Background: an optimization exercise with open tools, aiming at small area and a short achievable clock period. Do not read the settings as production practice.
Power and IR drop assume default switching activity.

lane 2:
==> module cpu8, before the edit <==
module cpu8(clk,rst,IR,Data_in,PC,MW_out,Address,Data_out,R0d,R1d,R2d,R3d,R4d,R5d,R6d,R7d);
input clk,rst;
input [15:0] IR;
input [7:0] Data_in;
output [7:0] PC;
output MW_out;
output [7:0] Address,Data_out,R0d,R1d,R2d,R3d,R4d,R5d,R6d,R7d;
reg [7:0] PC;
reg [7:0] R0d,R1d,R2d,R3d,R4d,R5d,R6d,R7d;
wire [2:0] DA = IR[8:6];
wire [2:0] AA = IR[5:3];
wire [2:0] BA = IR[2:0];
wire MB = IR[15];
wire MD = IR[13];
wire RW = ~IR[14];
wire MW = IR[14] & ~IR[15];
wire PL = IR[14] & IR[15];
wire JB = IR[13];
wire BC = IR[9];
wire [3:0] FS = {IR[12:10], ~PL & IR[9]};
reg [7:0] A, Bd;
always @(*) begin
	case (AA)
	3'd0: A = R0d; 3'd1: A = R1d; 3'd2: A = R2d; 3'd3: A = R3d;
	3'd4: A = R4d; 3'd5: A = R5d; 3'd6: A = R6d; default: A = R7d;
	endcase
	case (BA)
	3'd0: Bd = R0d; 3'd1: Bd = R1d; 3'd2: Bd = R2d; 3'd3: Bd = R3d;
	3'd4: Bd = R4d; 3'd5: Bd = R5d; 3'd6: Bd = R6d; default: Bd = R7d;
	endcase
end
wire [7:0] B = MB ? {5'b00000, IR[2:0]} : Bd;
wire [7:0] x1, x0;    
genvar gx;
generate for (gx = 0; gx < 8; gx = gx + 1) begin : xs
	if (gx < 3) begin : lo
		wire xk = IR[gx] ? FS[1] : FS[2];    
		assign x1[gx] = MB ? xk : FS[1];
		assign x0[gx] = MB ? xk : FS[2];
	end else begin : hi
		assign x1[gx] = MB ? FS[2] : FS[1];
		assign x0[gx] = FS[2];
	end
end endgenerate
wire [7:0] X = (Bd & x1) | (~Bd & x0);
wire ci = FS[0];
wire [7:0] g = A & X;
wire [7:0] t = A | X;
wire [7:0] G1, T1, G2, T2, G3;
assign G1[0] = g[0] | (t[0] & ci);
assign T1[0] = 1'b0;
generate for (gx = 1; gx < 8; gx = gx + 1) begin : k1
	assign G1[gx] = g[gx] | (t[gx] & g[gx-1]);
	assign T1[gx] = t[gx] & t[gx-1];
end endgenerate
assign G2[0] = G1[0];
assign T2[0] = 1'b0;
assign G2[1] = G1[1] | (T1[1] & ci);
assign T2[1] = 1'b0;
generate for (gx = 2; gx < 8; gx = gx + 1) begin : k2
	assign G2[gx] = G1[gx] | (T1[gx] & G1[gx-2]);
	assign T2[gx] = T1[gx] & T1[gx-2];
end endgenerate
assign G3[1:0] = G2[1:0];
assign G3[3:2] = G2[3:2] | (T2[3:2] & {2{ci}});
generate for (gx = 4; gx < 8; gx = gx + 1) begin : k3
	assign G3[gx] = G2[gx] | (T2[gx] & G2[gx-4]);
end endgenerate
wire [7:0] c = {G3[6:0], ci};          
wire [7:0] S = A ^ (X ^ c);
reg [3:0] tt;
always @(*) begin
	case (FS[1:0])
	2'd0: tt = 4'b1000;    
	2'd1: tt = 4'b1110;    
	2'd2: tt = 4'b0110;    
	default: tt = 4'b0011;  
	endcase
end
wire [7:0] Bs = FS[1] ? (FS[0] ? 8'h00 : {B[6:0], 1'b0}) : (FS[0] ? {1'b0, B[7:1]} : B);
wire [7:0] L;
generate for (gx = 0; gx < 8; gx = gx + 1) begin : lu
	assign L[gx] = FS[2] ? Bs[gx] : tt[{A[gx], B[gx]}];
end endgenerate
wire [7:0] G = FS[3] ? L : S;
wire [7:0] BusD = MD ? Data_in : G;
wire WE = RW & ~rst;
always @(posedge clk) begin
	if (WE && DA == 3'd0) R0d <= BusD;
	if (WE && DA == 3'd1) R1d <= BusD;
	if (WE && DA == 3'd2) R2d <= BusD;
	if (WE && DA == 3'd3) R3d <= BusD;
	if (WE && DA == 3'd4) R4d <= BusD;
	if (WE && DA == 3'd5) R5d <= BusD;
	if (WE && DA == 3'd6) R6d <= BusD;
	if (WE && DA == 3'd7) R7d <= BusD;
end
assign MW_out = MW & ~rst;
assign Address = A;
assign Data_out = B;
wire [2:0] f = IR[12:10];
wire [2:0] K = IR[2:0];
wire hz = ~|A[7:3];
wire h1 = (A[7:3] == 5'b00001);
wire ho = &A[7:3];
wire t0 = ~|A[6:3];
wire t1 = &A[6:3];
wire [3:0] lp = {1'b0, A[2:0]} + {1'b0, K};
wire Zp = (lp[2:0] == 3'd0) & (lp[3] ? ho : hz);
wire Np = A[7] ^ (lp[3] & t1);
wire [2:0] Km = f[0] ? 3'd0 : K;
wire [3:0] lm = {1'b0, A[2:0]} + {1'b0, ~Km};
wire Zm = (lm[2:0] == 3'd0) & (lm[3] ? hz : h1);
wire Nm = A[7] ^ (~lm[3] & t0);
reg Zb, Nb;
always @(*) begin
	case (f)
	3'd0: begin Zb = hz & (A[2:0] == 3'd0); Nb = A[7]; end
	3'd1: begin Zb = Zp; Nb = Np; end
	3'd2, 3'd3: begin Zb = Zm; Nb = Nm; end
	3'd4: begin Zb = ((A[2:0] & K) == 3'd0); Nb = 1'b0; end
	3'd5: begin Zb = hz & (A[2:0] == K); Nb = A[7]; end
	default: begin Zb = (K == 3'd0); Nb = 1'b0; end
	endcase
end
wire jump = PL & JB;
wire branch = PL & ~JB & (BC ? Nb : Zb);
wire [7:0] ic;
assign ic[0] = 1'b1;
genvar gi;
generate for (gi = 1; gi < 8; gi = gi + 1) begin : inc
	assign ic[gi] = ic[gi-1] & PC[gi-1];
end endgenerate
wire [7:0] PC_inc = PC ^ ic;
wire [7:0] PC_br = PC + {2'b00, IR[8:6], IR[2:0]};
wire sj = ~rst & jump;
wire sb = ~rst & branch;
wire si = ~rst & ~jump & ~branch;
always @(posedge clk)
	PC <= ({8{sj}} & A) | ({8{sb}} & PC_br) | ({8{si}} & PC_inc);
endmodule
Settings: LEC_CHECK=0, CAP_MARGIN=20, CORE_MARGIN=2, CORE_UTILIZATION=40, SETUP_SLACK_MARGIN=2.5, SLEW_MARGIN=20; clock period 7.0 ns.
standard.sh (not shown) runs the stock make flow with config.mk's settings and CLKGATE_MAP_FILE= SYNTH_SCRIPT=/design/flow/synth_recipe.tcl, a recipe that flattens the netlist after the stock synthesis.
==> flow/flow/run.sh <==
#!/bin/bash
set -o pipefail
export BUFFER_PORTS_ARGS="-buffer_cell sky130_fd_sc_hd__buf_2"
bash standard.sh finish > standard.log 2>&1
### lane 2 -> lane 3
-- flow/design.v --
<<< lane 2, line 31
end
wire [7:0] B = MB ? {5'b00000, IR[2:0]} : Bd;
wire [7:0] x1, x0;    
genvar gx;
generate for (gx = 0; gx < 8; gx = gx + 1) begin : xs
	if (gx < 3) begin : lo
		wire xk = IR[gx] ? FS[1] : FS[2];    
		assign x1[gx] = MB ? xk : FS[1];
		assign x0[gx] = MB ? xk : FS[2];
	end else begin : hi
		assign x1[gx] = MB ? FS[2] : FS[1];
		assign x0[gx] = FS[2];
	end
end endgenerate
wire [7:0] X = (Bd & x1) | (~Bd & x0);
wire ci = FS[0];
wire [7:0] g = A & X;
wire [7:0] t = A | X;
wire [7:0] G1, T1, G2, T2, G3;
assign G1[0] = g[0] | (t[0] & ci);
assign T1[0] = 1'b0;
generate for (gx = 1; gx < 8; gx = gx + 1) begin : k1
	assign G1[gx] = g[gx] | (t[gx] & g[gx-1]);
	assign T1[gx] = t[gx] & t[gx-1];
end endgenerate
assign G2[0] = G1[0];
assign T2[0] = 1'b0;
assign G2[1] = G1[1] | (T1[1] & ci);
assign T2[1] = 1'b0;
generate for (gx = 2; gx < 8; gx = gx + 1) begin : k2
	assign G2[gx] = G1[gx] | (T1[gx] & G1[gx-2]);
	assign T2[gx] = T1[gx] & T1[gx-2];
end endgenerate
assign G3[1:0] = G2[1:0];
assign G3[3:2] = G2[3:2] | (T2[3:2] & {2{ci}});
generate for (gx = 4; gx < 8; gx = gx + 1) begin : k3
	assign G3[gx] = G2[gx] | (T2[gx] & G2[gx-4]);
end endgenerate
wire [7:0] c = {G3[6:0], ci};          
wire [7:0] S = A ^ (X ^ c);
reg [3:0] tt;
always @(*) begin
>>> lane 3, line 31
end
wire [7:0] B = MB ? {5'b00000, IR[2:0]} : Bd;
wire [7:0] X = FS[2] ? (FS[1] ? 8'hFF : ~B) : (FS[1] ? B : 8'h00);
wire [8:0] S9 = {A, 1'b1} + {X, FS[0]};
wire [7:0] S = S9[8:1];
reg [3:0] tt;
always @(*) begin
<<< lane 2, line 80
wire [7:0] Bs = FS[1] ? (FS[0] ? 8'h00 : {B[6:0], 1'b0}) : (FS[0] ? {1'b0, B[7:1]} : B);
wire [7:0] L;
generate for (gx = 0; gx < 8; gx = gx + 1) begin : lu
	assign L[gx] = FS[2] ? Bs[gx] : tt[{A[gx], B[gx]}];
end endgenerate
wire [7:0] G = FS[3] ? L : S;
>>> lane 3, line 45
wire [7:0] Bs = FS[1] ? (FS[0] ? 8'h00 : {B[6:0], 1'b0}) : (FS[0] ? {1'b0, B[7:1]} : B);
wire [7:0] L;
genvar gl;
generate for (gl = 0; gl < 8; gl = gl + 1) begin : lu
	assign L[gl] = FS[2] ? Bs[gl] : tt[{A[gl], B[gl]}];
end endgenerate
wire [7:0] G = FS[3] ? L : S;
Results
Lane 3 | status: complete | timing, DRC, antenna: pass. Sort lane 3 and lane 2 by slew at the pin with the worst max-slew slack, ascending, and lane 2 comes first. Going from lane 2 to lane 3, cell area power density went up 3.6%; final design area excluding fillers saw an increase; non-clock buffer total of the final layout now sits higher; die area lower. Of the two values seen for last element of the critical path, R3d[7] was produced by lane 3 and PC[7] by lane 2.
Function was not checked in any run of this note: the RTL went through the layout flow alone.

==> static timing again, ports no longer ideal <==
How much do the figures lean on ideal ports? The routed layouts below were timed once more, with nothing changed but the port constraints.
Step 1 sets driving cells, clkbuf_16 on the clock port and buf_2 on the other inputs (assumed; they add their load-dependent delay and slew).
Step 2 moves the port delays by t, midway between the first and last clock arrival at a register: inputs arrive t later, outputs are due t later. That takes back most of the time a late clock gives input paths.
Three values: ideal, step 1, step 2; two values: the first two.
run	t (ns)	slack for setup (ns)	hold WS [ns]	pins driven straight from the clock port
lane 2	0.376	2.400 / 2.350 / 1.974	0.617 / 0.617 / 0.617	1
lane 3	0.381	2.405 / 2.298 / 1.917	0.611 / 0.611 / 0.611	1
After both steps setup and hold are still met in every run listed. For lane 3, which loses most, drivers alone change the setup slack by -0.107 ns; drivers and shift together by -0.488 ns.
